Source: an optimization exercise on an open RTL-to-GDS flow (aim: small area, a short achievable clock period and few clock cycles per item). Production flows keep margins and buffers that such runs may drop. Only simulation tests tie the RTL to the original design; equivalence was not proved. Power is estimated from default activity; no workload was simulated.

===== design/flow/design.v =====
module edge_function (
    input  wire [21:0] s,
    input  wire [10:0] a,
    input  wire [10:0] b,
    input  wire [10:0] m,
    input  wire        sa,      
    input  wire        sa2,     
    input  wire        sb,      
    input  wire        sm,      
    input  wire        inv,     
    input  wire        cin,     
    input  wire        o,       
    output wire [21:0] sum,
    output wire        c,       
    output wire        vc1,     
    output wire        vc0      
);
    wire [11:0] x = ({12{sa}} & {a[10], a}) | ({12{sa2}} & {a, 1'b0}) |
                    ({12{sb}} & {b[10], b}) | ({12{sm}} & {m[10], m});
    wire [11:0] q = {12{inv}} ^ x;
    wire [12:0] lo = {1'b0, s[11:0]} + {1'b0, q} + {12'd0, cin};
    wire qs = q[11];
    wire [9:0] sh = s[21:12];
    wire lc = lo[12];
    wire [9:0] hi = (lc & ~qs) ? sh + 10'd1 : (~lc & qs) ? sh - 10'd1 : sh;
    assign sum = {hi, lo[11:0]};
    assign c = lc;
    wire one = &sh;
    wire zer = ~|sh;
    assign vc1 = o ^ (qs ? sh[9] : (sh[9] & ~one));
    assign vc0 = o ^ (qs ? (sh[9] | zer) : sh[9]);
endmodule
module late_sel #(parameter N = 1) (
    input  wire [2:0]   c,
    input  wire [2:0]   vc1,
    input  wire [2:0]   vc0,
    input  wire [N-1:0] f_in,
    input  wire [N-1:0] f_out,
    output wire [N-1:0] f
);
    wire [2:0] v = (c & vc1) | (~c & vc0);
    wire ins = ~|v;
    assign f = ins ? f_in : f_out;
endmodule
module rasterizer (
    input  wire        clk,
    input  wire        rst_n,
    input  wire [9:0]  v0_x,
    input  wire [9:0]  v0_y,
    input  wire [9:0]  v1_x,
    input  wire [9:0]  v1_y,
    input  wire [9:0]  v2_x,
    input  wire [9:0]  v2_y,
    input  wire [23:0] color,
    input  wire        start,
    output reg         busy,
    output reg         done,
    output reg  [18:0] fb_addr,
    output reg  [23:0] fb_data,
    output reg         fb_write
);
reg [10:0] A0, A1, A2, B0, B1, Bn2;
reg [5:0]  cA, cB;      
function [6:0] sublo;    
    input [9:0] a, b;
    sublo = {1'b0, a[5:0]} + {1'b0, ~b[5:0]} + 7'd1;
endfunction
function [4:0] subhi;    
    input [9:0] a, b;
    input c;
    subhi = {1'b0, a[9:6]} + {1'b1, ~b[9:6]} + {4'd0, c};
endfunction
wire [6:0] lA0 = sublo(v0_y, v1_y), lA1 = sublo(v1_y, v2_y), lA2 = sublo(v2_y, v0_y);
wire [6:0] lB0 = sublo(v1_x, v0_x), lB1 = sublo(v2_x, v1_x), lB2 = sublo(v2_x, v0_x);
always @(posedge clk) begin
    fb_data <= color;
    A0[5:0] <= lA0[5:0];  cA[0] <= lA0[6];  A0[10:6] <= subhi(v0_y, v1_y, cA[0]);
    A1[5:0] <= lA1[5:0];  cA[1] <= lA1[6];  A1[10:6] <= subhi(v1_y, v2_y, cA[1]);
    A2[5:0] <= lA2[5:0];  cA[2] <= lA2[6];  A2[10:6] <= subhi(v2_y, v0_y, cA[2]);
    B0[5:0] <= lB0[5:0];  cB[0] <= lB0[6];  B0[10:6] <= subhi(v1_x, v0_x, cB[0]);
    B1[5:0] <= lB1[5:0];  cB[1] <= lB1[6];  B1[10:6] <= subhi(v2_x, v1_x, cB[1]);
    Bn2[5:0] <= lB2[5:0]; cB[2] <= lB2[6];  Bn2[10:6] <= subhi(v2_x, v0_x, cB[2]);
end
reg ph_s0, ph_s1, ph_horn, ph_bias, ph_walkl, ph_walku, ph_trav;
reg k_sweep;    
reg k_out;      
reg k_end;      
reg k_rev;      
reg k_seek;     
reg k_srev;     
reg k_down;     
reg s_fwd, s_seek, s_rev, s_srev, s_down;
reg o_sa, o_sa2, o_sb, o_neg01, o_neg2;
reg [2:0] o_sm;
reg g;
reg [21:0] S0, S1, S2;              
reg [9:0] x, y, X1, Y1;
reg [3:0] k;
reg [10:0] hm;                      
reg       o;                        
reg       d;                        
reg       nomove;                   
reg       atX1;
reg [2:0] wR, wL, zA;               
wire zA0 = (A0 == 11'd0);
wire zA1 = (A1 == 11'd0);
wire zA2 = (A2 == 11'd0);
wire lt01 = A0[10] | (zA0 & ~B0[10]);      
wire lt12 = A1[10] | (zA1 & ~B1[10]);      
wire lt20 = A2[10] | (zA2 & Bn2[10]);      
wire t0 = lt01 & ~lt20;
wire t1 = lt12 & ~lt01;
wire t2 = lt20 & ~lt12;
wire mx01 = ~B0[10];
wire [9:0] maxx = mx01 ? (B1[10] ? v1_x : v2_x) : (Bn2[10] ? v0_x : v2_x);
wire my01 = A0[10];
wire [9:0] maxy = my01 ? (A1[10] ? v2_y : v1_y) : (A2[10] ? v0_y : v2_y);
wire [9:0] maxx_c = (maxx[9] & (maxx[8] | maxx[7])) ? 10'd639 : maxx;
wire [9:0] maxy_c = (maxy[9] | (maxy[8] & maxy[7] & maxy[6] & maxy[5])) ? 10'd479 : maxy;
wire [9:0] xt = ({10{t0}} & v0_x) | ({10{t1}} & v1_x) | ({10{t2}} & v2_x);
wire [9:0] yt = ({10{t0}} & v0_y) | ({10{t1}} & v1_y) | ({10{t2}} & v2_y);
wire [9:0] hb = (B0[9:0] ^ {10{B0[10]}}) | (Bn2[9:0] ^ {10{Bn2[10]}});
reg  [3:0] k0;
always @(*) begin
    k0 = 4'd0;
    if (hb[0]) k0 = 4'd1;
    if (hb[1]) k0 = 4'd2;
    if (hb[2]) k0 = 4'd3;
    if (hb[3]) k0 = 4'd4;
    if (hb[4]) k0 = 4'd5;
    if (hb[5]) k0 = 4'd6;
    if (hb[6]) k0 = 4'd7;
    if (hb[7]) k0 = 4'd8;
    if (hb[8]) k0 = 4'd9;
    if (hb[9]) k0 = 4'd10;
end
wire [3:0] kn = ph_s1 ? k0 : k - 4'd1;
wire nb1 = B0[kn], nb2 = Bn2[kn];
wire nhneg = (nb1 & nb2) ^ ph_s1;
wire [10:0] nhm = ({11{nb1 & ~nb2}} & A2) | ({11{~nb1 & nb2}} & A0) | ({11{nb1 & nb2}} & A1);
wire bias_o = S0[21] | S1[21] | S2[21];
wire cb = ~bias_o;
wire c01 = ph_bias ? cb : o_neg01;
wire c2  = ph_bias ? cb : o_neg2;
wire [21:0] T0, T1, T2;
wire [2:0] cc, vc1, vc0;
edge_function ef0 (.s(S0), .a(A0), .b(B0), .m(hm), .sa(o_sa), .sa2(o_sa2), .sb(o_sb), .sm(o_sm[0]),
    .inv(o_neg01), .cin(c01), .o(o), .sum(T0), .c(cc[0]), .vc1(vc1[0]), .vc0(vc0[0]));
edge_function ef1 (.s(S1), .a(A1), .b(B1), .m(hm), .sa(o_sa), .sa2(o_sa2), .sb(o_sb), .sm(o_sm[1]),
    .inv(o_neg01), .cin(c01), .o(o), .sum(T1), .c(cc[1]), .vc1(vc1[1]), .vc0(vc0[1]));
edge_function ef2 (.s(S2), .a(A2), .b(Bn2), .m(hm), .sa(o_sa), .sa2(o_sa2), .sb(o_sb), .sm(o_sm[2]),
    .inv(o_neg2), .cin(c2), .o(o), .sum(T2), .c(cc[2]), .vc1(vc1[2]), .vc0(vc0[2]));
wire [2:0] vS = {S2[21], S1[21], S0[21]} ^ {3{o}};
wire insS = ~|vS;
wire rS = |(vS & wR);
wire lS = |(vS & wL);
wire zS = |(vS & zA);
wire cfS = (rS & lS) | zS;           
wire wdS = d ? lS : rS;              
wire atY1 = (y == Y1);
wire s_a = o_sa | o_sa2;
wire [9:0] x_n = s_a ? (o_neg01 ? (o_sa2 ? x - 10'd2 : x - 10'd1) : (o_sa2 ? x + 10'd2 : x + 10'd1)) : x;
wire atX1_n = (x_n == X1);
wire ylim = y[9] | (y[8] & y[7] & y[6] & y[5]);
wire walkl_last = ph_walkl & (x == 10'd640);
wire walku_last = ph_walku & (y == 10'd480);
wire walk_done = (walkl_last & ~ylim) | walku_last;
wire bias_wl   = x[9] & (x[8] | x[7]);
wire nph_s0    = ~busy & start;
wire nph_horn  = ph_s1 | (ph_horn & (k != 4'd0));
wire nph_bias  = ph_horn & (k == 4'd0);
wire nph_walkl = (ph_bias & bias_wl) | (ph_walkl & ~(x == 10'd640));
wire nph_walku = (ph_bias & ~bias_wl & ylim) | (walkl_last & ylim) | (ph_walku & ~walku_last);
wire nomove_n  = ph_walku | (nomove & ~ph_s1);
localparam NF = 20;
wire hn = nph_horn & nhneg;
function [NF-1:0] nxt;
    input hin;
    reg nk_sweep, nk_out, nk_end, nk_rev, nk_seek, nk_srev, nk_down, d_n, g_n, fin, ntrav;
    reg blocked_n, ns_fwd, ns_seek, ns_rev1, ns_rev2, ns_srev, ns_down, ns_aneg, ns_two;
    begin
        nk_sweep = 1'b0; nk_out = 1'b0; nk_end = 1'b0; nk_rev = 1'b0; nk_seek = 1'b0;
        nk_srev = 1'b0; nk_down = 1'b0;
        d_n = d;
        g_n = 1'b0;
        fin = 1'b0;
        if (ph_bias) begin
            d_n = 1'b1;
            nk_sweep = 1'b1;
        end else if (walk_done) begin
            if (hin) begin nk_sweep = 1'b1; d_n = 1'b1; end
            else begin nk_seek = 1'b1; d_n = 1'b0; g_n = 1'b1; end
        end else if (ph_trav) begin
            if (s_down) begin
                if (atY1) fin = 1'b1;
                else if (hin) nk_out = 1'b1;
                else begin
                    nk_seek = 1'b1;
                    if (d & (nomove | atX1)) begin d_n = 1'b0; g_n = 1'b0; end
                    else begin d_n = ~d; g_n = 1'b1; end
                end
            end else if (s_rev) begin
                d_n = ~d;
                if (hin) nk_sweep = 1'b1;
                else if (atY1) fin = 1'b1;
                else nk_end = 1'b1;
            end else if (s_srev) begin
                d_n = ~d;
                if (hin) nk_sweep = 1'b1;
                else nk_seek = 1'b1;
            end else if (s_seek) begin
                if (cfS | (wdS & ~g)) begin
                    if (atY1) fin = 1'b1; else nk_down = 1'b1;
                end else if (wdS) nk_srev = 1'b1;
                else if (hin) nk_sweep = 1'b1;
                else nk_seek = 1'b1;
            end else begin
                if (hin) begin nk_sweep = k_sweep; nk_out = k_out; end
                else if (k_out) nk_rev = 1'b1;
                else if (atY1) fin = 1'b1;
                else nk_end = 1'b1;
            end
        end
        ntrav = ((ph_bias & ~bias_wl & ~ylim) | walk_done | ph_trav) & ~fin;
        blocked_n = nomove_n | (d_n & atX1_n);
        ns_fwd  = ntrav & (nk_sweep | nk_out) & ~blocked_n;
        ns_seek = ntrav & nk_seek & ~blocked_n;
        ns_rev1 = ntrav & nk_out & blocked_n & ~nomove_n;
        ns_rev2 = ntrav & nk_rev;
        ns_srev = ntrav & nk_srev & ~(~d_n & atX1);
        ns_down = ntrav & ((nk_sweep & blocked_n) | nk_end | nk_down | (nk_seek & blocked_n) |
                           (nk_out & nomove_n) | (nk_srev & ~d_n & atX1));
        ns_aneg = ((ns_fwd | ns_seek) & ~d_n) | ((ns_rev1 | ns_rev2 | ns_srev) & d_n) | nph_walkl;
        ns_two  = (ns_rev2 & ~(~d_n & atX1)) | ns_srev;
        nxt = {ns_aneg | nph_walku | hn | nph_bias,
               ns_aneg | ns_down | hn | nph_bias,
               ntrav, fin, d_n, g_n,
               nk_down, nk_srev, nk_seek, nk_rev, nk_end, nk_out, nk_sweep,
               ns_fwd, ns_seek, ns_rev1 | ns_rev2, ns_srev, ns_down,
               (ns_fwd | ns_seek | ns_rev1 | ns_rev2 | nph_walkl) & ~ns_two,
               ns_two};
    end
endfunction
wire [NF-1:0] f;
late_sel #(.N(NF)) ls (.c(cc), .vc1(vc1), .vc0(vc0), .f_in(nxt(1'b1)), .f_out(nxt(1'b0)), .f(f));
wire n_trav = f[17], fin = f[16], d_n = f[15];
always @(posedge clk or negedge rst_n) begin
    if (!rst_n) begin
        busy     <= 1'b0;
        done     <= 1'b0;
        fb_write <= 1'b0;
        ph_s0 <= 1'b0; ph_s1 <= 1'b0; ph_horn <= 1'b0; ph_bias <= 1'b0;
        ph_walkl <= 1'b0; ph_walku <= 1'b0; ph_trav <= 1'b0;
    end else begin
        done     <= fin;
        busy     <= busy ? ~fin : start;
        fb_write <= ph_trav & insS;
        ph_s0 <= nph_s0; ph_s1 <= ph_s0; ph_horn <= nph_horn; ph_bias <= nph_bias;
        ph_walkl <= nph_walkl; ph_walku <= nph_walku; ph_trav <= n_trav;
    end
end
always @(posedge clk) begin
    g <= f[14];
    {k_down, k_srev, k_seek, k_rev, k_end, k_out, k_sweep} <= f[13:7];
    {s_fwd, s_seek, s_rev, s_srev, s_down} <= f[6:2];
    o_sa  <= f[1];
    o_sa2 <= f[0];
    o_sb  <= f[2] | nph_walku;
    o_neg01 <= f[19];
    o_neg2  <= f[18];
    o_sm  <= {3{nph_horn & (nb1 | nb2)}} & {t1, t0, t2};
    d     <= d_n;
    fb_addr <= {y, 9'd0} + {2'd0, y, 7'd0} + {9'd0, x};
    if (ph_s1) begin
        S0 <= 22'd0; S1 <= 22'd0; S2 <= 22'd0;
    end else if (ph_horn & (k != 4'd0)) begin
        S0 <= {T0[20:0], 1'b0}; S1 <= {T1[20:0], 1'b0}; S2 <= {T2[20:0], 1'b0};
    end else begin
        S0 <= T0; S1 <= T1; S2 <= T2;
    end
    x <= x_n;
    atX1 <= atX1_n;
    X1 <= maxx_c;
    Y1 <= maxy_c;
    nomove <= nomove_n;
    hm <= nhm;
    if (ph_bias) begin
        o  <= bias_o;
        wR <= {~zA2 & (A2[10] == bias_o), ~zA1 & (A1[10] == bias_o), ~zA0 & (A0[10] == bias_o)};
        wL <= {~zA2 & (A2[10] != bias_o), ~zA1 & (A1[10] != bias_o), ~zA0 & (A0[10] != bias_o)};
        zA <= {zA2, zA1, zA0};
    end
    if (ph_s1) begin
        k     <= k0;
        x     <= xt;
        atX1  <= 1'b0;
        y     <= yt;
    end
    if (ph_horn) k <= k - 4'd1;
    if (ph_walku) y <= y - 10'd1;
    if (s_down) y <= y + 10'd1;
end
endmodule

===== design/flow/flow/run.sh =====
#!/bin/bash
# Layout flow: the standard flow, with the smallest buffer cell used
# for the port buffers. Each tool's output is logged by standard.sh; this
# script's own output goes to run.log.
set -e
exec > run.log 2>&1
echo "export BUFFER_PORTS_ARGS = -buffer_cell sky130_fd_sc_hd__buf_1" >> "$FLOW_CONFIG"
cat "$FLOW_CONFIG"
bash standard.sh

===== design/flow/standard.sh =====
#!/bin/bash
# synth_recipe.tcl (not shown) runs the flow's synth.tcl, then flattens the netlist and writes it again
# the make line also repeats each setting of config.mk as NAME=value (left out here)
make -C /OpenROAD-flow-scripts/flow DESIGN_CONFIG=/design/flow/config.mk WORK_HOME=/design/flow/orfs CLKGATE_MAP_FILE= SYNTH_SCRIPT=/design/flow/synth_recipe.tcl "${@:-finish}"

===== design/flow/config.mk =====
export PLATFORM = sky130hd
export DESIGN_NAME = rasterizer
export DESIGN_NICKNAME = rasterizer
export VERILOG_FILES = /design/flow/design.v
export SDC_FILE = /design/flow/constraint.sdc
export NUM_CORES = 8
export LEC_CHECK = 0
export CAP_MARGIN = 20
export CORE_MARGIN = 2
export CORE_UTILIZATION = 60
export SLEW_MARGIN = 70
export BUFFER_PORTS_ARGS = -buffer_cell sky130_fd_sc_hd__buf_1

===== design/flow/constraint.sdc =====
create_clock -name core_clock -period 16.0 [get_ports {clk}]
set_input_delay 3.2000 -clock core_clock [delete_from_list [all_inputs] [get_ports {clk}]]
set_output_delay 3.2000 -clock core_clock [all_outputs]
set_load 0.01 [all_outputs]

==> results.yml, run 1 <==
cts:
  cts_tree: "done"
  cts_setup_buffers: 0
  cts_resized: 0
  cts-root-buf: "clkbuf_16"
  clock_path_buffers: 3
  clk_pin_slew_ps: 60
  insertion_delay_ps: 580
  ctsHoldBuffers: 0
  h-tree-depth: 1
  numCtsBuffers: 30
  clock-sinks: 274
route:
  via_per_inst: 6.12
  drt_iter0_markers: 1357
  drt-total-wl_um: 48500
  drc_errors: 0
  num_vias: 15300
  route.antenna.remaining_nets: 0
  wl_per_cell_um: 19.4
  firstDrtPassIters: 8
min_path:
  hold_class: "reg2reg"
grt:
  grt_pass1_wl_um: 77100
  antenna_found_initial: 0
  grt_overflow: 0
  grt_max_degree: 64
  first_global_vias: 14800
  track_usage: 0.313
layout:
  finalNetCount: 2329
  final_cell_mix: "229 x dfxtp_1, 177 x nand2_1, 148 x inv_1"
  fin_util: 0.689
  n_antenna_cell: 0
  seqCellArea_sq_mm: 0.00580
  stdcell_area_sq_mm: 0.0197
  syn2layout_area_growth_pct: 13.3
  drive_above_1_share: 0.0840
  final_common_cell: "dfxtp_1"
  multi_input_area_sq_mm: 0.0110
  final_cells: 2503
  fillers: 2337
yosys:
  ys.flop_type: "dfxtp_1"
  synthDistinctLibCells: 102
  synth_edf_count: 24
  yosys.area.top_type: "dfxtp_1"
  yosys_register_bits: 274
  syn_inst: 1965
  yosys-top-cells-area: "dfxtp_1 28%, ha_1 8.7%, xnor2_1 6.8%, edfxtp_1 4.1%, nand2_1 3.9%"
  yosysWarnings: 1
  async_flop_share: 0.0365
  synth_nets: 2199
  seq_area_frac_synth: 0.332
  synth_top_area_frac: 0.276
  synth.cell_area_sq_mm: 0.0174
  syn_avg_cell_area_sq_um: 8.86
setup_path:
  crit_type: "reg2reg"
  cp.required_ps: 16440
  path_cells: "buf_4 -> a222oi_1 -> clkdlybuf4s50_1 -> xor2_1 -> fa_1 -> fa_1 -> nor2b_1 -> o31a_1 -> o21ai_1 -> a21oi_4 -> nand3_1 -> o22ai_1 -> nor4_4 -> or3_1 -> a31oi_2 -> a21oi_1"
  crit_path_max_fanout: 40
  end_kind: "register"
  cpMaxStageDelayCell: "clkdlybuf4s50_1"
  cp-start-kind: "register"
  crit_arrival_ps: 5380
  critical-path-max-stage-delay_ps: 590
  crit_top_cell: "fa_1"
job:
  cap_violations: 0
power:
  power_density_mw_per_mm2: 171
  ir_drop_uv: 104
  p_leak_nw: 8.24
timing:
  max_freq_mhz: 203
  tns_ps: 0
  finClkSkew_ps: 17.6
  period_needed_ps: 4940
  slew_viol_final: 0
  grt_setup_unrepaired: "no"
  fin_crit_sh: 0.308
  finalHoldViolations: 0
  setup_violations: 0
place:
  post-place-cells: 2432
  placed_area_sq_mm: 0.0184
  port_buffers: 132
  dp_hpwl_um: 35800
  place_congestion: 0.914
floorplanning:
  placementRows: 62
  die_h_um: 174
  ios: 133
  core_area_sq_mm: 0.0286
  die_w_um: 174
  fp.dieArea_sq_mm: 0.0304
  start_util: 0.608
run_status:
  status: "timing/DRC/antenna clean"
[cell usage after synthesis (all sizes together) (12+ instances only)]
cell     number
o2bb2ai      12
or2          12
nor2b        43
nand3        28
a21o         38
a21oi       132
inv         151
a22o         31
nor2        119
mux2i        36
nor3         36
o21ai        76
o22ai        23
or3          17
a211oi       17
buf          27
fa           26
xor2         50
a22oi        23
a222oi       20
a221oi       34
dfxtp       240
nand4        15
ha          121
o21a         16
nor4         14
xnor2       136
and3         23
edfxtp       24
nand2       179
clkbuf       58
nand2b       19
[per-stage QoR]
| step | setup WS, ps | hold slack, ps | total power (W) |
|---|---|---|---|
| floorplan | 11310 | 329 | 0.00221 |
| detailed placement | 11160 | 339 | 0.00259 |
| CTS | 11230 | 362 | 0.00333 |
| global route | 10780 | 378 | 0.00359 |
| finish | 11060 | 356 | 0.00337 |
| global placement | 11030 | 335 | 0.00252 |
[registers in the layout, summed over array words and instances, names as in the netlist, 4 cells and up]
signal   count
fb_addr     19
S1          22
Bn2         11
fb_data     24
X1          10
B1          11
S2          22
y           10
hm          11
A1          11
A2          11
B0          11
S0          22
k            4
x           10
A0          11
Y1          10
[path summary, 6_finish.rpt]
path                       start        to  slack, ps  cells after the start
setup reg to reg            o_sa      busy      11060                     16
setup / recovery            o_sa      busy      11060                     16
hold / removal             ph_s0     ph_s1        360                      0
max in group asynchronous  rst_n   ph_bias      13230                      1
hold reg to reg            ph_s0     ph_s1        360                      0
min in group asynchronous  rst_n  ph_walkl       2510                      1
[per-layer routing]
metal / track usage / share of wire / wire, um / up-vias
met3: 0.0411 / 0.069 / 3360 / 133
met5: 0 / 0 / 0 / -
met2: 0.517 / 0.46 / 22200 / 686
met4: 0.124 / 0.043 / 2070 / 0
li1: - / - / - / 7291
met1: 0.416 / 0.43 / 20900 / 7199
[worst max-delay path, delay by kind of cell (launching register included)]
kind,cells,cell delay (ps)
AO/OA/AOI/OAI,7,1740
flip-flops,1,310
XOR/XNOR,1,90
buffers and inverters,2,850
adder cells (fa/ha/maj),2,880
AND/OR/NAND/NOR,4,910
[cell families after synthesis]
group                    Yosys count  synth area share
AO/OA/AOI/OAI                    519             0.209
XOR/XNOR                         189            0.0980
adder cells (fa/ha/maj)          147             0.117
buffers and inverters            236            0.0538
flip-flops                       274             0.332
multiplexers                      49            0.0325
other                              1          0.000215
AND/OR/NAND/NOR                  550             0.158
[report_power, final]
part | total (W) | internal (W) | switching (W) | leakage (nW)
clock network | 0.000728 | 0.000433 | 0.000295 | 0.500
logic | 0.00154 | 0.000678 | 0.000860 | 5.38
registers | 0.00110 | 0.000904 | 0.000201 | 2.36
total | 0.00337 | 0.00201 | 0.00136 | 8.24
[area by class of cell]
cell class / instances / area share
clock inverter: 15 / 0.00990
tap: 384 / 0.0244
inverter: 151 / 0.0287
timing repair buffer: 183 / 0.0443
clock buffer: 41 / 0.0427
sequential: 274 / 0.294
multi-input combinational: 1455 / 0.556
Testbench counts, summed over its fixed seeds: cycles 554,091, triangles 2,400.
==> inputs of run 2 (changes only) <==
==> design/flow/flow/run.sh (replaced) <==
#!/bin/bash
# Layout flow: the standard flow (standard.sh). Synthesis runs unchanged;
# for the layout steps after it, two settings are added to config.mk:
#  - the port buffers use the smallest buffer cell (buf_1);
#  - the resizer does not use the clkdlybuf4s* delay buffers.
# ORFS logs each step under orfs/logs; make's output goes to synth.log and
# layout.log in the work folder.
set -euo pipefail
bash standard.sh synth > synth.log 2>&1
cat >> "$FLOW_CONFIG" <<'EOC'
export BUFFER_PORTS_ARGS = -buffer_cell sky130_fd_sc_hd__buf_1
export DONT_USE_CELLS = sky130_fd_sc_hd__clkdlybuf4s15_1 sky130_fd_sc_hd__clkdlybuf4s15_2 sky130_fd_sc_hd__clkdlybuf4s18_1 sky130_fd_sc_hd__clkdlybuf4s18_2 sky130_fd_sc_hd__clkdlybuf4s25_1 sky130_fd_sc_hd__clkdlybuf4s25_2 sky130_fd_sc_hd__clkdlybuf4s50_1 sky130_fd_sc_hd__clkdlybuf4s50_2
EOC
bash standard.sh > layout.log 2>&1
--- a/design/flow/config.mk
+++ b/design/flow/config.mk
@@ -10,3 +10,4 @@
 export CORE_UTILIZATION = 60
 export SLEW_MARGIN = 70
 export BUFFER_PORTS_ARGS = -buffer_cell sky130_fd_sc_hd__buf_1
+export DONT_USE_CELLS = sky130_fd_sc_hd__clkdlybuf4s15_1 sky130_fd_sc_hd__clkdlybuf4s15_2 sky130_fd_sc_hd__clkdlybuf4s18_1 sky130_fd_sc_hd__clkdlybuf4s18_2 sky130_fd_sc_hd__clkdlybuf4s25_1 sky130_fd_sc_hd__clkdlybuf4s25_2 sky130_fd_sc_hd__clkdlybuf4s50_1 sky130_fd_sc_hd__clkdlybuf4s50_2
==> run 2 against run 1 <==
  * Fmax grew 12%
  * Critical endpoint unchanged
  * Total power down 0.47%
  * Non-clock buffer count down 12
  * Largest cell class unchanged
  * Still clean on timing, DRC and antenna
  * Via count shrank 1.1%
  * Combinational power is essentially flat
==> results.yml, run 2 <==
route:
  firstDrtPassIters: 9
  drt_iter0_markers: 1564
  drc_errors: 0
  via_per_inst: 6.08
  drt-total-wl_um: 49200
  route.antenna.remaining_nets: 0
  wl_per_cell_um: 19.8
  num_vias: 15100
layout:
  final_cell_mix: "226 x dfxtp_1, 177 x nand2_1, 147 x inv_1"
  final_common_cell: "dfxtp_1"
  fillers: 2340
  largest_reg_flops: 24
  n_antenna_cell: 0
  syn2layout_area_growth_pct: 12.8
  regMostFlops: "fb_data"
  drive_above_1_share: 0.0907
  stdcell_area_sq_mm: 0.0196
  finalNetCount: 2317
cts:
  clk_pin_slew_ps: 60
  cts_resized: 0
  cts-root-buf: "clkbuf_16"
  clock-sinks: 274
  insertion_delay_ps: 570
  ctsHoldBuffers: 0
  numCtsBuffers: 30
  cts_tree: "done"
  h-tree-depth: 1
  cts_setup_buffers: 0
  clock_path_buffers: 3
setup_path:
  worstRegToRegCells: 14
  cp-start-kind: "register"
  crit_arrival_ps: 4840
  crit_type: "reg2reg"
  end_kind: "register"
  crit_path_max_fanout: 20
  cp.required_ps: 16430
min_path:
  min_path_cells: 0
  hold_class: "reg2reg"
power:
  p_leak_nw: 8.19
  power_density_mw_per_mm2: 171
  p_seq_frac: 0.336
  p_sw_w: 0.00137
  combPwrFrac: 0.449
  p_int_w: 0.00199
  ir_drop_uv: 114
  clkPwrFrac: 0.215
  p_sw_frac: 0.408
floorplanning:
  die_h_um: 174
  die_w_um: 174
  start_util: 0.608
  ios: 133
  placementRows: 62
  fp.dieArea_sq_mm: 0.0304
  core_area_sq_mm: 0.0286
yosys:
  yosys-top-cells-area: "dfxtp_1 28%, ha_1 8.7%, xnor2_1 6.8%, edfxtp_1 4.1%, nand2_1 3.9%"
  yosysMostFrequentCell: "dfxtp_1"
  synth_edf_count: 24
  synth.cell_area_sq_mm: 0.0174
  synth_nets: 2199
  syn_inst: 1965
  yosys.area.top_type: "dfxtp_1"
  async_flop_share: 0.0365
  syn_avg_cell_area_sq_um: 8.86
  synth_common_cells: "240 x dfxtp_1, 179 x nand2_1, 148 x inv_1, 135 x xnor2_1, 132 x a21oi_1"
  ys.flop_type: "dfxtp_1"
  synth_top_area_frac: 0.276
  synthDistinctLibCells: 102
  seq_area_frac_synth: 0.332
  yosysWarnings: 1
  yosys_register_bits: 274
timing:
  setup_violations: 0
  finalHoldViolations: 0
  period_needed_ps: 4410
  tns_ps: 0
  finClkSkew_ps: 23.5
  fin_crit_sh: 0.275
  grt_setup_unrepaired: "no"
  max_freq_mhz: 227
  slew_viol_final: 0
grt:
  grt_overflow: 0
  grtUsageMet1: 0.423
  track_usage: 0.317
  grtUsageMet2: 0.524
  antenna_found_initial: 0
  grt_max_degree: 60
  grt_pass1_wl_um: 77600
  first_global_vias: 14700
  top_usage_layer: "met2"
  gr-usage-met3: 0.0435
job:
  cap_violations: 0
place:
  place_congestion: 1.01
  port_buffers: 132
  dp_hpwl_um: 37200
  placed_area_sq_mm: 0.0184
run_status:
  status: "timing/DRC/antenna clean"
[run 2: cell counts after synthesis]
Identical to the previous run, type by type.
[run 2: final cells by class]
cell class	instances	area, sq um	share of cell area
inverters	151	569	0.0290
repair buffers	171	719	0.0367
flip-flops and latches	274	5810	0.296
clock buffers	36	857	0.0437
multi-input cells	1455	11000	0.560
well taps	384	480	0.0245
clock inverters	20	193	0.00982
[run 2: routing by layer]
metal	wire, um	vias up
met3	3250	130
li1	-	7251
met2	22400	638
met4	2080	0
met5	0	-
met1	21400	7119
[run 2: power by group through the flow]
stage               Clock, W  Combinational [W]  Sequential [W]
CTS                 0.000729            0.00148         0.00112
floorplan                  0            0.00118         0.00103
finish              0.000722            0.00151         0.00113
detailed placement         0            0.00147         0.00113
global route        0.000755            0.00168         0.00115
global placement           0            0.00140         0.00113
[run 2: final timing paths]
path,from,to,slack [ps]
max,o_sa,busy,11590
min,ph_s0,ph_s1,370
max reg2reg,o_sa,busy,11590
min reg2reg,ph_s0,ph_s1,370
max in group asynchronous,rst_n,ph_bias,13240
min in group asynchronous,rst_n,ph_walku,2510
[run 2: stage by stage]
stage | utilization | hold WS (ps) | total power, W | setup slack [ps] | instances
finish | 0.686 | 374 | 0.00335 | 11590 | 2491
global route | 0.686 | 382 | 0.00358 | 11370 | 2491
CTS | 0.681 | 380 | 0.00332 | 11510 | 2482
detailed placement | 0.644 | 377 | 0.00260 | 11100 | 2426
global placement | 0.631 | 334 | 0.00252 | 10990 | 2407
floorplan | - | 329 | 0.00221 | 11310 | 1965
[run 2: cell families (layout without fill, tap and decap cells)]
| logic type | after synthesis | count (layout) | share of synthesized area |
|---|---|---|---|
| buffers and inverters | 236 | 378 | 0.0538 |
| other | 1 | 1 | 0.000215 |
| flip-flops | 274 | 274 | 0.332 |
| AND/OR/NAND/NOR | 550 | 550 | 0.158 |
| XOR/XNOR | 189 | 189 | 0.0980 |
| multiplexers | 49 | 49 | 0.0325 |
| AO/OA/AOI/OAI | 519 | 519 | 0.209 |
| adder cells (fa/ha/maj) | 147 | 147 | 0.117 |
[run 2: worst max-delay path, cell delays in order (launching register included)]
cell and delay [ps]:
dfxtp_2 430, a222oi_1 520, xor2_1 170, fa_1 470, fa_1 420, nor2b_1 160, o31a_1 210, o21ai_0 160
a21oi_2 360, nand3_1 210, o22ai_1 310, nor4_4 110, or3_1 390, a31oi_2 260, a21oi_1 90
==> inputs of run 3 (changes only) <==
--- a/design/flow/config.mk
+++ b/design/flow/config.mk
@@ -7,7 +7,9 @@
 export LEC_CHECK = 0
 export CAP_MARGIN = 20
 export CORE_MARGIN = 2
-export CORE_UTILIZATION = 60
+export CORE_UTILIZATION = 65
+export CTS_CLUSTER_DIAMETER = 80
+export CTS_CLUSTER_SIZE = 25
 export SLEW_MARGIN = 70
 export BUFFER_PORTS_ARGS = -buffer_cell sky130_fd_sc_hd__buf_1
 export DONT_USE_CELLS = sky130_fd_sc_hd__clkdlybuf4s15_1 sky130_fd_sc_hd__clkdlybuf4s15_2 sky130_fd_sc_hd__clkdlybuf4s18_1 sky130_fd_sc_hd__clkdlybuf4s18_2 sky130_fd_sc_hd__clkdlybuf4s25_1 sky130_fd_sc_hd__clkdlybuf4s25_2 sky130_fd_sc_hd__clkdlybuf4s50_1 sky130_fd_sc_hd__clkdlybuf4s50_2
==> run 3 against run 2 <==
  * Still clean on timing, DRC and antenna
  * Sequential cell count stayed put
  * Non-clock buffer count is 13 higher
  * Worst hold slack worse by 20 ps
  * Via count is 0.52% higher
  * Sequential share of layout area is 0.79 points higher
  * Total power is 7.9% lower
  * Global-route usage is 2.0 points higher
  * Critical path type unchanged
  * Highest routed layer unchanged
==> results.yml, run 3 <==
layout:
  syn2layout_area_growth_pct: 9.58
  drive_above_1_share: 0.0775
  final_common_cell: "dfxtp_1"
  n_antenna_cell: 0
  final_cell_mix: "229 x dfxtp_1, 177 x nand2_1, 148 x inv_1"
  largest_reg_flops: 24
  finalNetCount: 2316
  regMostFlops: "fb_data"
  fillers: 2071
min_path:
  hold_class: "reg2reg"
route:
  firstDrtPassIters: 8
  drc_errors: 0
  via_per_inst: 6.27
  drt_iter0_markers: 1592
  wl_per_cell_um: 20.0
  num_vias: 15200
  route.antenna.remaining_nets: 0
  drt-total-wl_um: 48600
yosys:
  synth_nets: 2199
  async_flop_share: 0.0365
  syn_avg_cell_area_sq_um: 8.86
  syn_inst: 1965
  synth_common_cells: "240 x dfxtp_1, 179 x nand2_1, 148 x inv_1, 135 x xnor2_1, 132 x a21oi_1"
  yosysWarnings: 1
  seq_area_frac_synth: 0.332
  yosysMostFrequentCell: "dfxtp_1"
  yosys_register_bits: 274
  ys.flop_type: "dfxtp_1"
  synthDistinctLibCells: 102
  yosys.area.top_type: "dfxtp_1"
  synth.cell_area_sq_mm: 0.0174
  yosys-top-cells-area: "dfxtp_1 28%, ha_1 8.7%, xnor2_1 6.8%, edfxtp_1 4.1%, nand2_1 3.9%"
  synth_edf_count: 24
  synth_top_area_frac: 0.276
cts:
  numCtsBuffers: 16
  insertion_delay_ps: 530
  clock_path_buffers: 3
  clk_pin_slew_ps: 100
  ctsHoldBuffers: 0
  cts_setup_buffers: 0
  h-tree-depth: 1
  clock-sinks: 274
  cts_resized: 0
  cts_tree: "done"
  cts-root-buf: "clkbuf_16"
grt:
  antenna_found_initial: 0
  track_usage: 0.336
  grt_pass1_wl_um: 76400
  grt_max_degree: 49
  grt_overflow: 0
  first_global_vias: 14600
timing:
  grt_setup_unrepaired: "no"
  period_needed_ps: 4500
  setup_violations: 0
  max_freq_mhz: 222
  fin_crit_sh: 0.281
  tns_ps: 0
  slew_viol_final: 0
  finClkSkew_ps: 37.4
  finalHoldViolations: 0
setup_path:
  crit_type: "reg2reg"
  rrSetupSlack_ps: 11500
  cp.required_ps: 16440
  crit_arrival_ps: 4930
  crit_path_max_fanout: 24
  end_kind: "register"
  cp-start-kind: "register"
place:
  port_buffers: 132
  dp_hpwl_um: 37200
  place_congestion: 1.03
power:
  clkPwrFrac: 0.147
  p_seq_frac: 0.365
  combPwrFrac: 0.488
  p_sw_w: 0.00132
  power_w: 0.00309
  p_sw_frac: 0.426
  p_leak_nw: 7.97
  ir_drop_uv: 118
  power_density_mw_per_mm2: 162
  p_int_w: 0.00177
run_status:
  status: "timing/DRC/antenna clean"
floorplanning:
  core_area_sq_mm: 0.0262
  placementRows: 59
  die_w_um: 168
  ios: 133
  start_util: 0.664
  fp.dieArea_sq_mm: 0.0281
  die_h_um: 168
job:
  cap_violations: 0
run 3: through the flow:
step | area (sq um) | setup slack [ps] | utilization | hold slack (ps) | instances
after detailed placement | 18400 | 11070 | 0.702 | 338 | 2389
after CTS | 18900 | 11460 | 0.721 | 359 | 2416
after floorplan | 17400 | 11310 | - | 329 | 1965
after global placement | 18000 | 10890 | 0.688 | 336 | 2362
after global routing | 19100 | 11170 | 0.728 | 369 | 2426
final | 19100 | 11500 | 0.728 | 355 | 2426
run 3: layout make-up:
class / count / area [sq um] / share of cell area
tap: 335 / 419 / 0.0220
inverter: 151 / 569 / 0.0299
clock buffer: 19 / 443 / 0.0232
timing repair buffer: 184 / 807 / 0.0423
multi-input combinational: 1455 / 11000 / 0.575
sequential: 274 / 5800 / 0.304
clock inverter: 8 / 63.8 / 0.00335
run 3: path summary, 6_finish.rpt:
check                      startpoint      end  depth (start not counted)
min in group asynchronous       rst_n  ph_bias                          1
hold / removal                  ph_s0    ph_s1                          0
max in group asynchronous       rst_n    ph_s1                          1
setup / recovery                o_sa2   o_neg2                         14
setup reg to reg                o_sa2   o_neg2                         14
hold reg to reg                 ph_s0    ph_s1                          0
run 3: worst max-delay path: stages (launching register included):
cell	delay [ps]
dfxtp_2	570
buf_2	450
a221oi_1	180
xnor2_1	280
ha_1	360
a211oi_1	350
a21oi_1	120
a21oi_1	340
a21o_1	200
and2_1	310
a31oi_2	200
and4_4	250
nor2_4	290
mux2i_1	330
nand4bb_1	170
run 3: cells by family (layout without fill, tap and decap cells):
group / after synthesis / in the layout / synth area share
AOI/OAI and AO/OA: 519 / 519 / 0.209
xor gates and xnor gates: 189 / 189 / 0.0980
adders and majority gates: 147 / 147 / 0.117
buffers and inverters: 236 / 362 / 0.0538
DFF: 274 / 274 / 0.332
muxes: 49 / 49 / 0.0325
other: 1 / 1 / 0.000215
and+or+nand+nor: 550 / 550 / 0.158
run 3: layer usage:
layer  GRT usage  vias to the layer above  wire, um
li1            -                     7246         -
met1       0.454                     7140     20800
met2       0.557                      710     22200
met3      0.0501                      121      3880
met4       0.110                        0      1710
met5           0                        -         0
run 3: power by group through the flow:
stage	registers (W)	clock network, W	logic (W)
global route	0.00115	0.000481	0.00168
CTS	0.00112	0.000455	0.00147
detailed placement	0.00113	0	0.00146
finish	0.00113	0.000453	0.00151
global placement	0.00113	0	0.00138
floorplan	0.00103	0	0.00118
==> inputs of run 4 (changes only) <==
--- a/design/flow/config.mk
+++ b/design/flow/config.mk
@@ -7,7 +7,7 @@
 export LEC_CHECK = 0
 export CAP_MARGIN = 20
 export CORE_MARGIN = 2
-export CORE_UTILIZATION = 65
+export CORE_UTILIZATION = 55
 export CTS_CLUSTER_DIAMETER = 80
 export CTS_CLUSTER_SIZE = 25
 export SLEW_MARGIN = 70
==> run 4 against run 3 <==
  * Area after synthesis did not move
  * Fmax rose by 0.37%
  * Critical endpoint unchanged
  * Synthesized cell count did not move
  * Register-to-register slack improved by 20 ps
  * Cell count rose by 2.8%
  * Setup slack improved by 17 ps
  * Sequential power barely moved
  * Still clean
  * Clock-buffer cell count rose by 4
  * Total power rose by 2.7%
  * Die area rose by 18%
==> results.yml, run 4 <==
yosys:
  syn_avg_cell_area_sq_um: 8.86
  synth_edf_count: 24
  seq_area_frac_synth: 0.332
  synth.cell_area_sq_mm: 0.0174
  synth_common_cells: "240 x dfxtp_1, 179 x nand2_1, 148 x inv_1, 135 x xnor2_1, 132 x a21oi_1"
  synthDistinctLibCells: 102
  yosys.area.top_type: "dfxtp_1"
  synth_top_area_frac: 0.276
  syn_inst: 1965
  yosysMostFrequentCell: "dfxtp_1"
  ys.flop_type: "dfxtp_1"
  yosys-top-cells-area: "dfxtp_1 28%, ha_1 8.7%, xnor2_1 6.8%, edfxtp_1 4.1%, nand2_1 3.9%"
  synth_nets: 2199
  async_flop_share: 0.0365
  yosys_register_bits: 274
  yosysWarnings: 1
route:
  drc_errors: 0
  firstDrtPassIters: 8
  drt-met1-wl_um: 22200
  drt_iter0_markers: 1178
  drt-total-wl_um: 48600
  highest_layer: "met4"
  route.antenna.remaining_nets: 0
  route.met2.wl_um: 21900
  wl_per_cell_um: 19.5
  num_vias: 14900
  via_per_inst: 5.98
  wl_met3_um: 2720
cts:
  ctsHoldBuffers: 0
  clock_path_buffers: 3
  h-tree-depth: 1
  insertion_delay_ps: 540
  clk_pin_slew_ps: 80
  numCtsBuffers: 20
  cts_tree: "done"
  cts_resized: 0
  cts_setup_buffers: 0
  cts-root-buf: "clkbuf_16"
  clock-sinks: 274
setup_path:
  cpMaxStageDelayCell: "dfxtp_2"
  worstReg2RegEnd: "o_neg2"
  endpoint: "o_neg2"
  rrSetupSlack_ps: 11520
  critical-path-max-stage-delay_ps: 540
  crit_type: "reg2reg"
  crit_arrival_ps: 4940
  worst_r2r_startpoint: "o_sa"
  crit_top_cell: "fa_1"
  crit_path_max_fanout: 21
  end_kind: "register"
  critPathBufInv: 1
  crit_cells: 15
  path_cells: "buf_2 -> a222oi_1 -> xnor2_1 -> fa_1 -> fa_1 -> nor2b_1 -> o31a_1 -> a21oi_1 -> a211oi_2 -> a31oi_1 -> a31oi_2 -> nor4_4 -> nor2_4 -> mux2i_1 -> nand4bb_1"
  critPathLaunch: "o_sa"
  critical-path-top-delay-family: "compound AO/OA/AOI/OAI gates"
  worstRegToRegCells: 15
  cp.required_ps: 16460
  cp-start-kind: "register"
power:
  ir_drop_uv: 125
  p_leak_nw: 8.08
  power_w: 0.00317
  power_density_mw_per_mm2: 164
grt:
  first_global_vias: 14200
  grt_max_degree: 41
  antenna_found_initial: 0
  track_usage: 0.289
  grt_pass1_wl_um: 76500
  grt_overflow: 0
layout:
  largest_reg_flops: 24
  final_common_cell: "dfxtp_1"
  regMostFlops: "fb_data"
  finalNetCount: 2311
  n_antenna_cell: 0
  syn2layout_area_growth_pct: 11.1
  fin_util: 0.616
  final_cell_mix: "226 x dfxtp_1, 177 x nand2_1, 148 x inv_1"
  drive_above_1_share: 0.0837
floorplanning:
  placementRows: 65
  die_w_um: 182
  core_area_sq_mm: 0.0314
  start_util: 0.554
  fp.dieArea_sq_mm: 0.0331
  ios: 133
  die_h_um: 182
place:
  port_buffers: 132
  preCtsSetupSlack_ps: 11080
  dp_hpwl_um: 37400
  place_congestion: 0.980
timing:
  max_freq_mhz: 223
  worst_slack_ps: 11520
  tns_ps: 0
  period_needed_ps: 4480
  finClkSkew_ps: 21.5
  finalHoldViolations: 0
  fin_crit_sh: 0.280
  grt_setup_unrepaired: "no"
  slew_viol_final: 0
  whs_ps: 360
  setup_violations: 0
run_status:
  status: "timing/DRC/antenna clean"
job:
  cap_violations: 0
min_path:
  min_path_cells: 0
  hold_class: "reg2reg"
==> run 4: cell types whose count changed in the layout (fill, tap and decap cells not counted), moves of 2 or more <==
| cell | before | now |
|---|---|---|
| buf_1 | 143 | 138 |
| buf_2 | 23 | 21 |
| inv_6 | 2 | 5 |
| clkinv_2 | 3 | 0 |
| clkinvlp_4 | 2 | 0 |
| clkbuf_16 | 17 | 21 |
| o21ai_2 | 0 | 2 |
| dfxtp_4 | 1 | 3 |
| clkinv_4 | 0 | 2 |
| clkbuf_1 | 5 | 3 |
| dfxtp_1 | 229 | 226 |
==> run 4: how the worst min path moves through the flow <==
stage | from | end | slack [ps]
floorplan | x[3] | fb_addr[3] | 330
finish | ph_s0 | ph_s1 | 360
detailed placement | ph_s0 | ph_s1 | 340
global route | ph_s0 | ph_s1 | 360
CTS | ph_s0 | ph_s1 | 360
global placement | ph_s0 | ph_s1 | 330
==> run 4: logic make-up (layout without fill, tap and decap cells) <==
group | count (synthesis) | after routing | synth area share
AOI/OAI and AO/OA | 519 | 519 | 0.209
muxes | 49 | 49 | 0.0325
and+or+nand+nor | 550 | 550 | 0.158
other | 1 | 1 | 0.000215
xor gates and xnor gates | 189 | 189 | 0.0980
adders and majority gates | 147 | 147 | 0.117
DFF | 274 | 274 | 0.332
buffers and inverters | 236 | 362 | 0.0538
==> run 4: through the flow <==
step	std cells	area, sq um
2_1_floorplan	1965	17400
3_3_place_gp	2429	18100
3_5_place_dp	2453	18500
4_1_cts	2489	19200
5_1_grt	2493	19300
6_report	2493	19300
==> run 4: layer usage <==
layer / track usage / vias up
li1: - / 7256
met1: 0.389 / 7013
met2: 0.479 / 522
met3: 0.0431 / 110
met4: 0.0903 / 0
met5: 0 / -
==> run 4: final cells by class <==
type                    count  area, sq um
multi-input cells        1455        11000
clock buffers              23          533
clock inverters            13          159
flip-flops and latches    274         5800
inverters                 151          569
fillers                  2746        12100
repair buffers            175          773
well taps                 402          503
==> run 4: where the power goes <==
part	internal, W	total (W)	switching [W]
clock network	0.000271	0.000552	0.000280
logic	0.000667	0.00150	0.000831
registers	0.000902	0.00112	0.000220
total	0.00184	0.00317	0.00133
==> inputs of run 5 (changes only) <==
--- a/design/flow/config.mk
+++ b/design/flow/config.mk
@@ -7,7 +7,7 @@
 export LEC_CHECK = 0
 export CAP_MARGIN = 20
 export CORE_MARGIN = 2
-export CORE_UTILIZATION = 55
+export CORE_UTILIZATION = 60
 export CTS_CLUSTER_DIAMETER = 80
 export CTS_CLUSTER_SIZE = 25
 export SLEW_MARGIN = 70
==> run 5 against run 4 <==
  * Fmax increased by 1.2%
  * Largest power group unchanged
  * First-iteration DRC count increased by 29%
  * Clock-buffer cell count decreased by 1
  * Utilization increased by 5.4 points
  * Non-clock buffer count decreased by 5
  * Critical path depth decreased by 6
  * Final area decreased by 0.88%
  * Die area decreased by 8.2%
==> results.yml, run 5 <==
run_status:
  status: "timing/DRC/antenna clean"
floorplanning:
  start_util: 0.608
  core_area_sq_mm: 0.0286
  placementRows: 62
  die_h_um: 174
  fp.dieArea_sq_mm: 0.0304
  ios: 133
  die_w_um: 174
cts:
  clock_path_buffers: 3
  cts_tree: "done"
  clock-sinks: 274
  numCtsBuffers: 18
  insertion_delay_ps: 530
  cts_resized: 0
  cts-root-buf: "clkbuf_16"
  clk_pin_slew_ps: 90
  cts_setup_buffers: 0
  h-tree-depth: 1
  ctsHoldBuffers: 0
grt:
  grt_max_degree: 60
  first_global_vias: 14500
  grt_pass1_wl_um: 77100
  antenna_found_initial: 0
  track_usage: 0.315
  grt_overflow: 0
layout:
  largest_reg_flops: 24
  n_antenna_cell: 0
  final_cell_mix: "226 x dfxtp_1, 177 x nand2_1, 147 x inv_1"
  regMostFlops: "fb_data"
  syn2layout_area_growth_pct: 10.1
  drive_above_1_share: 0.0783
  finalNetCount: 2304
  final_common_cell: "dfxtp_1"
timing:
  whs_ps: 382
  finalHoldViolations: 0
  grt_setup_unrepaired: "no"
  period_needed_ps: 4430
  slew_viol_final: 0
  finClkSkew_ps: 26.6
  tns_ps: 0
  max_freq_mhz: 226
  fin_crit_sh: 0.277
  setup_violations: 0
setup_path:
  cpMaxStageDelayCell: "ha_1"
  cp.required_ps: 16430
  worst_r2r_startpoint: "o_sa"
  crit_arrival_ps: 4850
  crit_cells: 9
  critPathBufInv: 2
  cp-start-kind: "input port"
  crit_path_max_fanout: 5
  end_kind: "register"
  path_cells: "buf_1 -> inv_1 -> ha_1 -> nor2b_1 -> o21ai_0 -> nand2b_1 -> a21o_1 -> a21oi_1 -> xnor2_1"
  worstRegToRegCells: 14
  rrSetupSlack_ps: 11610
  critical-path-top-delay-family: "compound AO/OA/AOI/OAI gates"
  critical-path-max-stage-delay_ps: 300
  worstReg2RegEnd: "busy"
  crit_type: "in2reg"
route:
  route.antenna.remaining_nets: 0
  drc_errors: 0
  drt_iter0_markers: 1520
  wl_per_cell_um: 19.8
  drt-total-wl_um: 48700
  firstDrtPassIters: 7
  num_vias: 15000
  via_per_inst: 6.10
yosys:
  syn_avg_cell_area_sq_um: 8.86
  ys.flop_type: "dfxtp_1"
  seq_area_frac_synth: 0.332
  synth_edf_count: 24
  synth_top_area_frac: 0.276
  yosys_register_bits: 274
  yosysMostFrequentCell: "dfxtp_1"
  synth.cell_area_sq_mm: 0.0174
  async_flop_share: 0.0365
  synth_common_cells: "240 x dfxtp_1, 179 x nand2_1, 148 x inv_1, 135 x xnor2_1, 132 x a21oi_1"
  yosysWarnings: 1
  synthDistinctLibCells: 102
  yosys-top-cells-area: "dfxtp_1 28%, ha_1 8.7%, xnor2_1 6.8%, edfxtp_1 4.1%, nand2_1 3.9%"
  synth_nets: 2199
  yosys.area.top_type: "dfxtp_1"
  syn_inst: 1965
place:
  port_buffers: 132
  place_congestion: 1.01
  dp_hpwl_um: 37200
min_path:
  holdPathEnd: "ph_s1"
  worstHoldStart: "ph_s0"
  hold_class: "reg2reg"
  min_path_cells: 0
power:
  p_leak_nw: 7.97
  ir_drop_uv: 113
  power_density_mw_per_mm2: 163
  power_w: 0.00312
job:
  cap_violations: 0
run 5: final cells by class:
type                       instances  area, sq um
clock buffer                      22          487
clock inverter                     9          103
fill                            2387         9460
inverter                         151          569
multi-input combinational       1455        11000
sequential                       274         5810
tap                              384          480
timing repair buffer             170          714
run 5: cell families after synthesis:
| family | Yosys count | share of synthesized area |
|---|---|---|
| AND/OR/NAND/NOR | 550 | 0.158 |
| AO/OA/AOI/OAI | 519 | 0.209 |
| flip-flops | 274 | 0.332 |
| buffers and inverters | 236 | 0.0538 |
| XOR/XNOR | 189 | 0.0980 |
| adder cells (fa/ha/maj) | 147 | 0.117 |
| multiplexers | 49 | 0.0325 |
| other | 1 | 0.000215 |
run 5: worst reg2reg max path, delay by kind of cell, from the launching register on:
family | cells | cell delay [ps]
AO/OA/AOI/OAI | 7 | 1940
adder cells (fa/ha/maj) | 2 | 900
AND/OR/NAND/NOR | 4 | 880
flip-flops | 1 | 440
XOR/XNOR | 1 | 160
run 5: worst max-delay path by stage:
stage / start / endpoint / slack (ps)
final: v0_x[1] / B0[5] / 11570
after global routing: S2[21] / o_neg2 / 11370
after CTS: S2[21] / busy / 11520
after detailed placement: v0_x[1] / B0[5] / 11100
after global placement: o_sa2 / o_neg2 / 10990
after floorplan: o_neg01 / busy / 11310
run 5: metal layers:
metal	up-vias	share of wire	track usage
met5	-	0	0
met4	0	0.031	0.0991
met3	97	0.062	0.0317
met2	570	0.47	0.531
met1	7141	0.44	0.427
li1	7224	-	-
run 5: power by group:
group          switching, W  leakage (nW)  internal, W  total, W
Combinational      0.000838          5.32     0.000665   0.00150
Sequential         0.000222          2.36     0.000902   0.00112
Clock              0.000266         0.291     0.000231  0.000497
run 5: through the flow:
stage | instance area [sq um] | util | worst slack (ps) | instances
2_1_floorplan | 17400 | - | 11310 | 1965
3_3_place_gp | 18100 | 0.631 | 10990 | 2407
3_5_place_dp | 18400 | 0.644 | 11100 | 2426
4_1_cts | 19000 | 0.665 | 11520 | 2457
5_1_grt | 19200 | 0.669 | 11370 | 2465
6_report | 19200 | 0.669 | 11570 | 2465

==> what the ideal ports hide <==
The flow's constraints put no driver on any port. The routed layouts listed below were extracted and timed again, unchanged, in two steps. Step 1, drivers: a clkbuf_16 drives clk and a buf_2 each remaining input, both assumed. Step 2, shift: input delay + t, output delay - t, t = (earliest + latest rising clock arrival at the registers) / 2. This alone moves slack from input paths to output paths. Slacks: ideal ports / drivers / drivers and shift; pairs: ideal ports / drivers.
run | t (ns) | setup slack, ns | clock arrival spread, ns
run 1 | 0.623 | 11.065 / 11.065 / 11.065 | 0.018 / 0.017
run 2 | 0.614 | 11.595 / 11.595 / 11.047 | 0.024 / 0.024
run 3 | 0.551 | 11.505 / 11.505 / 11.079 | 0.038 / 0.038
run 4 | 0.587 | 11.521 / 11.521 / 11.073 | 0.021 / 0.021
run 5 | 0.567 | 11.575 / 11.605 / 11.039 | 0.026 / 0.027
After both steps every run listed still meets setup and hold. The setup slack of run 2, which loses most, moves by 0.000 ns with the drivers and by -0.548 ns with both steps.
